Source: an optimization exercise on an open RTL-to-GDS flow (aim: small area, a short achievable clock period and few clock cycles per item). Production flows keep margins and buffers that such runs may drop.
RTL that was checked went through simulation tests only; none was proved equivalent to the original.
Power and IR drop assume default switching activity.

==> flow/design.v <==
module conv_128_8_16_1(clk, reset, x_data, x_valid, x_ready, y_data, y_valid, y_ready);
  input clk, reset, x_valid, y_ready;
  input signed [15:0] x_data;
  output logic x_ready, y_valid;
  output logic signed [15:0] y_data;
  localparam int NT = 8;
  function automatic int th(input int k);
    case (k)
      0: th = 344;  1: th = 171;  2: th = 207;  3: th = 697;
      4: th = 140;  5: th = 799;  6: th = 3276; default: th = 399;
    endcase
  endfunction
  localparam logic [NT-1:0] NEG = 8'b00111000;    
  logic signed [15:0] xr;         
  logic               vr;
  logic signed [15:0] xp;         
  logic signed [16:0] x3p, x5p;
  logic [NT-1:0]      hip, lop;   
  logic               vp;
  logic [6:0]         idx;        
  logic signed [15:0] acc0, acc1, acc2, acc3, acc4, acc5, acc6;
  logic signed [15:0] y1;         
  logic               v1;
  logic               run;        
  wire signed [16:0] x1r = {xr[15], xr};
  logic [NT-1:0] hi_n, lo_n;
  always_comb
    for (int k = 0; k < NT; k++) begin
      hi_n[k] = NEG[k] ? (xr < -th(k)) : (xr > th(k));
      lo_n[k] = NEG[k] ? (xr > th(k)) : (xr < -th(k));
    end
  always_ff @(posedge clk) begin
    if (x_ready) xr <= x_data;
    if (run) begin
      xp  <= xr;
      x3p <= x1r + (x1r <<< 1);
      x5p <= x1r + (x1r <<< 2);
      hip <= hi_n;
      lop <= lo_n;
    end
  end
  wire signed [16:0] x1 = {xp[15], xp};
  function automatic logic signed [15:0] tap(input logic signed [15:0] a,
                                             input logic signed [16:0] u,
                                             input logic signed [16:0] w,
                                             input logic signed [16:0] v,
                                             input logic signed [16:0] t,
                                             input logic hi, input logic lo);
    logic signed [16:0] ug, wg, vg, tg, s;
    ug = hi ? 17'sh07fff : lo ? 17'sh18000 : u;
    wg = (hi | lo) ? 17'sh0 : w;
    vg = (hi | lo) ? 17'sh0 : v;
    tg = (hi | lo) ? 17'sh0 : t;
    s = {a[15], a} + ug + wg - vg - tg;
    if (s[16] != s[15]) tap = s[16] ? 16'sh8000 : 16'sh7fff;
    else                tap = s[15:0];
  endfunction
  localparam logic signed [16:0] Z = 17'sh0;
  wire signed [15:0] n0 = tap(16'sh0, x3p <<< 5, Z,        x1,        Z,  hip[0], lop[0]);  
  wire signed [15:0] n1 = tap(acc0,  x3p <<< 6, Z,         x1,        Z,  hip[1], lop[1]);  
  wire signed [15:0] n2 = tap(acc1,  x5p <<< 5, Z,         x1 <<< 1,  Z,  hip[2], lop[2]);  
  wire signed [15:0] n3 = tap(acc2,  x1,        Z,         x3p <<< 4, Z,  hip[3], lop[3]);  
  wire signed [15:0] n4 = tap(acc3,  x3p <<< 1, x1 <<< 4,  x1 <<< 8,  Z,  hip[4], lop[4]);  
  wire signed [15:0] n5 = tap(acc4,  Z,         Z,         x5p <<< 3, x1, hip[5], lop[5]);  
  wire signed [15:0] n6 = tap(acc5,  x5p <<< 1, Z,         Z,         Z,  hip[6], lop[6]);  
  wire signed [15:0] n7 = tap(acc6,  x5p <<< 4, x1 <<< 1,  Z,         Z,  hip[7], lop[7]);  
  wire signed [15:0] res = n7[15] ? 16'sd0 : n7;    
  wire adv  = vp & run;                  
  wire push = adv & (idx >= 7);          
  wire y0_free = ~y_valid | y_ready;
  always_ff @(posedge clk) begin
    if (adv) begin
      acc0 <= n0;
      acc1 <= n1;
      acc2 <= n2;
      acc3 <= n3;
      acc4 <= n4;
      acc5 <= n5;
      acc6 <= n6;
    end
    if (~v1) y1 <= res;
    if (y0_free) y_data <= v1 ? y1 : res;
  end
  logic vr_n, vp_n, v1_n, run_n;
  logic [6:0] idx_n;
  always_comb begin
    vr_n  = run ? x_valid : vr;
    vp_n  = run ? vr : vp;
    v1_n  = y0_free ? 1'b0 : (v1 | push);
    idx_n = adv ? idx + 7'd1 : idx;
    run_n = ~(v1_n & vp_n & (idx_n >= 7));
  end
  always_ff @(posedge clk) begin
    if (reset) begin
      vr      <= 1'b0;
      vp      <= 1'b0;
      v1      <= 1'b0;
      y_valid <= 1'b0;
      idx     <= 7'd0;
      run     <= 1'b1;
      x_ready <= 1'b1;
    end else begin
      vr      <= vr_n;
      vp      <= vp_n;
      v1      <= v1_n;
      y_valid <= y0_free ? (v1 | push) : 1'b1;
      idx     <= idx_n;
      run     <= run_n;
      x_ready <= run_n;
    end
  end
endmodule
export LEC_CHECK = 0
export CAP_MARGIN = 20
export CORE_MARGIN = 2
export CORE_UTILIZATION = 40
export SETUP_SLACK_MARGIN = 5
export SLEW_MARGIN = 20
create_clock -name core_clock -period 10.0 [get_ports {clk}]
run.sh (not shown) runs the stock make flow with config.mk's settings and CLKGATE_MAP_FILE= SYNTH_SCRIPT=/design/flow/synth_recipe.tcl, a recipe that flattens the netlist after the stock synthesis.
Then changed:
--- a/flow/design.v
+++ b/flow/design.v
@@ -45,24 +45,22 @@
                                              input logic signed [16:0] w,
                                              input logic signed [16:0] v,
-                                             input logic signed [16:0] t,
                                              input logic hi, input logic lo);
-    logic signed [16:0] ug, wg, vg, tg, s;
+    logic signed [16:0] ug, wg, vg, s;
     ug = hi ? 17'sh07fff : lo ? 17'sh18000 : u;
     wg = (hi | lo) ? 17'sh0 : w;
     vg = (hi | lo) ? 17'sh0 : v;
-    tg = (hi | lo) ? 17'sh0 : t;
-    s = {a[15], a} + ug + wg - vg - tg;
+    s = {a[15], a} + ug + wg - vg;
     if (s[16] != s[15]) tap = s[16] ? 16'sh8000 : 16'sh7fff;
     else                tap = s[15:0];
   endfunction
   localparam logic signed [16:0] Z = 17'sh0;
-  wire signed [15:0] n0 = tap(16'sh0, x3p <<< 5, Z,        x1,        Z,  hip[0], lop[0]);  
-  wire signed [15:0] n1 = tap(acc0,  x3p <<< 6, Z,         x1,        Z,  hip[1], lop[1]);  
-  wire signed [15:0] n2 = tap(acc1,  x5p <<< 5, Z,         x1 <<< 1,  Z,  hip[2], lop[2]);  
-  wire signed [15:0] n3 = tap(acc2,  x1,        Z,         x3p <<< 4, Z,  hip[3], lop[3]);  
-  wire signed [15:0] n4 = tap(acc3,  x3p <<< 1, x1 <<< 4,  x1 <<< 8,  Z,  hip[4], lop[4]);  
-  wire signed [15:0] n5 = tap(acc4,  Z,         Z,         x5p <<< 3, x1, hip[5], lop[5]);  
-  wire signed [15:0] n6 = tap(acc5,  x5p <<< 1, Z,         Z,         Z,  hip[6], lop[6]);  
-  wire signed [15:0] n7 = tap(acc6,  x5p <<< 4, x1 <<< 1,  Z,         Z,  hip[7], lop[7]);  
+  wire signed [15:0] n0 = tap(16'sh0, x3p <<< 5, Z,        x1,        hip[0], lop[0]);  
+  wire signed [15:0] n1 = tap(acc0,  x3p <<< 6, Z,         x1,        hip[1], lop[1]);  
+  wire signed [15:0] n2 = tap(acc1,  x5p <<< 5, Z,         x1 <<< 1,  hip[2], lop[2]);  
+  wire signed [15:0] n3 = tap(acc2,  x1,        Z,         x3p <<< 4, hip[3], lop[3]);  
+  wire signed [15:0] n4 = tap(acc3,  x3p <<< 1, x1 <<< 4,  x1 <<< 8,  hip[4], lop[4]);  
+  wire signed [15:0] n5 = tap(acc4,  Z,         -x1,       x5p <<< 3, hip[5], lop[5]);  
+  wire signed [15:0] n6 = tap(acc5,  x5p <<< 1, Z,         Z,         hip[6], lop[6]);  
+  wire signed [15:0] n7 = tap(acc6,  x5p <<< 4, x1 <<< 1,  Z,         hip[7], lop[7]);  
   wire signed [15:0] res = n7[15] ? 16'sd0 : n7;    
   wire adv  = vp & run;                  
Die area climbs by 2.3%; synthesized cell count grows by 3.1%; sequential share of layout area falls by 0.57 points; routed wire length went up by 4.5%; clock skew came out lower by 0.0054 ns; worst setup slack gets worse by 0.073 ns; via count is higher by 3.3%; flip-flop and latch count stays the same; utilization fell by 0.23 points; first-iteration DRC count rose by 18%; global-route usage grows by 0.68 points; design area went up by 1.9%; power grows by 7.1%.
No functional check of the RTL was part of any run of this note.

* * *

conv_128_8_16_1, a different RTL version from the one above (not shown whole).
Size: roughly 220 flip-flops, roughly 38 I/O pins, roughly 0.019 mm2 of cells after synthesis.
==> module conv_128_8_16_1, before the edit <==
module conv_128_8_16_1(clk, reset, x_data, x_valid, x_ready, y_data, y_valid, y_ready);
  input clk, reset, x_valid, y_ready;
  input signed [15:0] x_data;
  output logic x_ready, y_valid;
  output logic signed [15:0] y_data;
  function automatic int th(input int k);
    case (k)
      0: th = 344;  1: th = 171;  2: th = 207;  3: th = 697;
      4: th = 140;  5: th = 799;  6: th = 3276; default: th = 399;
    endcase
  endfunction
  function automatic logic [16:0] add17(input logic [16:0] a, input logic [16:0] b, input logic ci);
    logic [16:0] p, g, gg, pp, c;
    p = a ^ b;
    g = a & b;
    g[0] = g[0] | (p[0] & ci);
    gg = g; pp = p;
    for (int l = 1; l <= 4; l++)
      for (int i = (1 << l) - 1; i < 17; i += (1 << l)) begin
        gg[i] = gg[i] | (pp[i] & gg[i - (1 << (l - 1))]);
        pp[i] = pp[i] & pp[i - (1 << (l - 1))];
      end
    for (int l = 3; l >= 1; l--)
      for (int i = (1 << l) + (1 << (l - 1)) - 1; i < 17; i += (1 << l)) begin
        gg[i] = gg[i] | (pp[i] & gg[i - (1 << (l - 1))]);
        pp[i] = pp[i] & pp[i - (1 << (l - 1))];
      end
    c = {gg[15:0], ci};
    add17 = p ^ c;
  endfunction
  function automatic logic [33:0] csa(input logic [16:0] a, input logic [16:0] b, input logic [16:0] c);
    csa = {(a & b) | (a & c) | (b & c), a ^ b ^ c};
  endfunction
  logic signed [15:0] xp;         
  logic signed [16:0] x3p, x5p;
  logic [7:0]         satp;       
  logic               vp;
  logic [6:0]         idx;        
  logic signed [15:0] acc0;       
  logic [16:0]        r1, r2, r3, r4, r5, r6;    
  logic [16:0]        y0, y1;     
  logic               v1;
  logic               run;        
  wire [16:0] x1i = {x_data[15], x_data};
  logic [7:0] sat_n;
  always_comb
    for (int k = 0; k < 8; k++)
      sat_n[k] = (x_data > th(k)) | (x_data < -th(k));
  always_ff @(posedge clk)
    if (run) begin
      xp   <= x_data;
      x3p  <= add17(x1i, x1i << 1, 1'b0);
      x5p  <= add17(x1i, x1i << 2, 1'b0);
      satp <= sat_n;
    end
  wire [16:0] x1 = {xp[15], xp};
  wire        xs = xp[15];
  localparam logic [16:0] PHI = 17'h07fff, PLO = 17'h18000;
  function automatic logic [16:0] satv(input logic s, input logic neg, input logic [16:0] u);
    satv = !s ? u : (xs ^ neg) ? PLO : PHI;
  endfunction
  function automatic logic [16:0] keep(input logic s, input logic [16:0] w);
    keep = s ? 17'h0 : w;
  endfunction
  function automatic logic [16:0] keepn(input logic s, input logic [16:0] v);
    keepn = s ? 17'h1ffff : ~v;
  endfunction
  function automatic logic [16:0] sx(input logic [16:0] r);
    for (int i = 0; i < 15; i++)
      sx[i] = r[16] ? (r[15] & r[i]) : (r[15] | r[i]);
    sx[16:15] = {2{r[16]}};
  endfunction
  wire [16:0] a0 = {acc0[15], acc0}, a1 = sx(r1), a2 = sx(r2), a3 = sx(r3), a4 = sx(r4),
              a5 = sx(r5), a6 = sx(r6);
  wire [16:0] s0 = add17(satv(satp[0], 1'b0, x3p << 5), keepn(satp[0], x1), 1'b1);
  wire [33:0] c1 = csa(a0, satv(satp[1], 1'b0, x3p << 6), keepn(satp[1], x1));
  wire [16:0] s1 = add17(c1[16:0], {c1[32:17], 1'b1}, 1'b0);
  wire [33:0] c2 = csa(a1, satv(satp[2], 1'b0, x5p << 5), keepn(satp[2], x1 << 1));
  wire [16:0] s2 = add17(c2[16:0], {c2[32:17], 1'b1}, 1'b0);
  wire [33:0] c3 = csa(a2, satv(satp[3], 1'b1, x1), keepn(satp[3], x3p << 4));
  wire [16:0] s3 = add17(c3[16:0], {c3[32:17], 1'b1}, 1'b0);
  wire [33:0] c4a = csa(satv(satp[4], 1'b1, x3p << 1), keep(satp[4], x1 << 4), keepn(satp[4], x1 << 8));
  wire [33:0] c4 = csa(a3, c4a[16:0], {c4a[32:17], 1'b1});
  wire [16:0] s4 = add17(c4[16:0], {c4[32:17], 1'b0}, 1'b0);
  wire [33:0] c5 = csa(a4, keepn(satp[5], x5p << 3), satv(satp[5], 1'b1, ~x1));
  wire [16:0] s5 = add17(c5[16:0], {c5[32:17], 1'b1}, ~satp[5]);
  wire [16:0] s6 = add17(a5, satv(satp[6], 1'b0, x5p << 1), 1'b0);
  wire [33:0] c7 = csa(a6, satv(satp[7], 1'b0, x5p << 4), keep(satp[7], x1 << 1));
  wire [16:0] s7 = add17(c7[16:0], {c7[32:17], 1'b0}, 1'b0);
  always_comb begin
    for (int i = 0; i < 15; i++)
      y_data[i] = ~y0[16] & (y0[15] | y0[i]);
    y_data[15] = 1'b0;
  end
  wire adv  = vp & run;                  
  wire push = adv & (idx >= 7);          
  wire y0_free = ~y_valid | y_ready;
  always_ff @(posedge clk) begin
    if (adv) begin
      acc0 <= s0[15:0];
      r1 <= s1;
      r2 <= s2;
      r3 <= s3;
      r4 <= s4;
      r5 <= s5;
      r6 <= s6;
    end
    if (~v1) y1 <= s7;
    if (y0_free) y0 <= v1 ? y1 : s7;
  end
  logic vp_n, v1_n, run_n;
  logic [6:0] idx_n;
  always_comb begin
    vp_n  = run ? x_valid : vp;
    v1_n  = y0_free ? 1'b0 : (v1 | push);
    idx_n = adv ? idx + 7'd1 : idx;
    run_n = ~(v1_n & vp_n & (idx_n >= 7));
  end
  always_ff @(posedge clk) begin
    if (reset) begin
      vp      <= 1'b0;
      v1      <= 1'b0;
      y_valid <= 1'b0;
      idx     <= 7'd0;
      run     <= 1'b1;
      x_ready <= 1'b1;
    end else begin
      vp      <= vp_n;
      v1      <= v1_n;
      y_valid <= y0_free ? (v1 | push) : 1'b1;
      idx     <= idx_n;
      run     <= run_n;
      x_ready <= run_n;
    end
  end
endmodule
export LEC_CHECK = 0
export ABC_AREA = 1
export CAP_MARGIN = 20
export CORE_MARGIN = 2
export CORE_UTILIZATION = 40
export SLEW_MARGIN = 20
create_clock -name core_clock -period 10.0 [get_ports {clk}]
standard.sh (not shown) runs the stock make flow with config.mk's settings and CLKGATE_MAP_FILE= SYNTH_SCRIPT=/design/flow/synth_recipe.tcl, a recipe that flattens the netlist after the stock synthesis.
==> flow/flow/run.sh <==
#!/bin/bash
set -euo pipefail
bash standard.sh SETUP_SLACK_MARGIN=6.25 finish > standard_flow.log 2>&1
Testbench counts at the start, summed over its fixed seeds: cycles 8,208, items 7,744.
==> next run, changes <==
--- a/flow/design.v
+++ b/flow/design.v
@@ -28,20 +28,23 @@
     c = {gg[15:0], ci};
     add17 = p ^ c;
   endfunction
   function automatic logic [33:0] csa(input logic [16:0] a, input logic [16:0] b, input logic [16:0] c);
     csa = {(a & b) | (a & c) | (b & c), a ^ b ^ c};
   endfunction
+  function automatic logic signed [15:0] sat17(input logic [16:0] s);
+    if (s[16] != s[15]) sat17 = s[16] ? 16'sh8000 : 16'sh7fff;
+    else                sat17 = s[15:0];
+  endfunction
   logic signed [15:0] xp;         
   logic signed [16:0] x3p, x5p;
   logic [7:0]         satp;       
   logic               vp;
   logic [6:0]         idx;        
-  logic signed [15:0] acc0;       
-  logic [16:0]        r1, r2, r3, r4, r5, r6;    
-  logic [16:0]        y0, y1;     
+  logic signed [15:0] acc0, acc1, acc2, acc3, acc4, acc5, acc6;
+  logic signed [15:0] y1;         
   logic               v1;
   logic               run;        
   wire [16:0] x1i = {x_data[15], x_data};
   logic [7:0] sat_n;
   always_comb
     for (int k = 0; k < 8; k++)
@@ -62,54 +65,47 @@
   function automatic logic [16:0] keep(input logic s, input logic [16:0] w);
     keep = s ? 17'h0 : w;
   endfunction
   function automatic logic [16:0] keepn(input logic s, input logic [16:0] v);
     keepn = s ? 17'h1ffff : ~v;
   endfunction
-  function automatic logic [16:0] sx(input logic [16:0] r);
-    for (int i = 0; i < 15; i++)
-      sx[i] = r[16] ? (r[15] & r[i]) : (r[15] | r[i]);
-    sx[16:15] = {2{r[16]}};
-  endfunction
-  wire [16:0] a0 = {acc0[15], acc0}, a1 = sx(r1), a2 = sx(r2), a3 = sx(r3), a4 = sx(r4),
-              a5 = sx(r5), a6 = sx(r6);
+  wire [16:0] a0 = {acc0[15], acc0}, a1 = {acc1[15], acc1}, a2 = {acc2[15], acc2},
+              a3 = {acc3[15], acc3}, a4 = {acc4[15], acc4}, a5 = {acc5[15], acc5},
+              a6 = {acc6[15], acc6};
   wire [16:0] s0 = add17(satv(satp[0], 1'b0, x3p << 5), keepn(satp[0], x1), 1'b1);
   wire [33:0] c1 = csa(a0, satv(satp[1], 1'b0, x3p << 6), keepn(satp[1], x1));
   wire [16:0] s1 = add17(c1[16:0], {c1[32:17], 1'b1}, 1'b0);
   wire [33:0] c2 = csa(a1, satv(satp[2], 1'b0, x5p << 5), keepn(satp[2], x1 << 1));
   wire [16:0] s2 = add17(c2[16:0], {c2[32:17], 1'b1}, 1'b0);
   wire [33:0] c3 = csa(a2, satv(satp[3], 1'b1, x1), keepn(satp[3], x3p << 4));
   wire [16:0] s3 = add17(c3[16:0], {c3[32:17], 1'b1}, 1'b0);
-  wire [33:0] c4a = csa(satv(satp[4], 1'b1, x3p << 1), keep(satp[4], x1 << 4), keepn(satp[4], x1 << 8));
-  wire [33:0] c4 = csa(a3, c4a[16:0], {c4a[32:17], 1'b1});
+  wire [33:0] c4a = csa(a3, satv(satp[4], 1'b1, x3p << 1), keep(satp[4], x1 << 4));
+  wire [33:0] c4 = csa(c4a[16:0], {c4a[32:17], 1'b1}, keepn(satp[4], x1 << 8));
   wire [16:0] s4 = add17(c4[16:0], {c4[32:17], 1'b0}, 1'b0);
   wire [33:0] c5 = csa(a4, keepn(satp[5], x5p << 3), satv(satp[5], 1'b1, ~x1));
   wire [16:0] s5 = add17(c5[16:0], {c5[32:17], 1'b1}, ~satp[5]);
   wire [16:0] s6 = add17(a5, satv(satp[6], 1'b0, x5p << 1), 1'b0);
   wire [33:0] c7 = csa(a6, satv(satp[7], 1'b0, x5p << 4), keep(satp[7], x1 << 1));
   wire [16:0] s7 = add17(c7[16:0], {c7[32:17], 1'b0}, 1'b0);
-  always_comb begin
-    for (int i = 0; i < 15; i++)
-      y_data[i] = ~y0[16] & (y0[15] | y0[i]);
-    y_data[15] = 1'b0;
-  end
+  wire signed [15:0] n7 = sat17(s7);
+  wire signed [15:0] res = n7[15] ? 16'sd0 : n7;    
   wire adv  = vp & run;                  
   wire push = adv & (idx >= 7);          
   wire y0_free = ~y_valid | y_ready;
   always_ff @(posedge clk) begin
     if (adv) begin
-      acc0 <= s0[15:0];
-      r1 <= s1;
-      r2 <= s2;
-      r3 <= s3;
-      r4 <= s4;
-      r5 <= s5;
-      r6 <= s6;
+      acc0 <= sat17(s0);
+      acc1 <= sat17(s1);
+      acc2 <= sat17(s2);
+      acc3 <= sat17(s3);
+      acc4 <= sat17(s4);
+      acc5 <= sat17(s5);
+      acc6 <= sat17(s6);
     end
-    if (~v1) y1 <= s7;
-    if (y0_free) y0 <= v1 ? y1 : s7;
+    if (~v1) y1 <= res;
+    if (y0_free) y_data <= v1 ? y1 : res;
   end
   logic vp_n, v1_n, run_n;
   logic [6:0] idx_n;
   always_comb begin
     vp_n  = run ? x_valid : vp;
     v1_n  = y0_free ? 1'b0 : (v1 | push);
- The changed run passed the timing, DRC and antenna checks
- sequential share of layout area shrinks by 4.0 points
- clock power went up by a little under a tenth
- area after synthesis rose by a few percent
- die area rose by a few percent
- worst hold slack degrades by 0.011 ns
- final area went up by roughly a tenth
For the second run of this note, only the layout was checked, not whether the RTL still works.

## separate check: timing with driven ports
The flow's constraints put no driver on any port. The routed layouts listed below were extracted and timed again, unchanged, in two steps.
Step 1, drivers: a clkbuf_16 drives clk and a buf_2 each remaining input, both assumed.
Step 2 also shifts input and output timing later by t, the mid clock arrival at the registers, as if the neighbouring blocks saw the same clock.
a / b / c = ideal / step 1 / step 2; a / b = the first two.
run | t (ns) | setup WS [ns] | hold slack, ns | worst setup path at the end | slew at the worst register clock pin (ns)
the first run of note 1 | 0.629 | 5.319 / 5.319 / 5.319 | 0.465 / 0.465 / 0.465 | register to register | 0.07 / 0.07
the second run of note 1 | 0.627 | 5.246 / 5.246 / 5.246 | 0.471 / 0.471 / 0.471 | register to register | 0.06 / 0.06
the first run of note 2 | 0.605 | 6.286 / 6.322 / 5.717 | 0.450 / 0.450 / 0.450 | input to register | 0.06 / 0.06
the second run of note 2 | 0.615 | 5.931 / 5.931 / 5.840 | 0.439 / 0.439 / 0.439 | input to register | 0.07 / 0.07
After both steps every run listed still meets setup and hold. For the first run of note 2, which loses most, drivers alone change the setup slack by +0.036 ns; drivers and shift together by -0.569 ns.
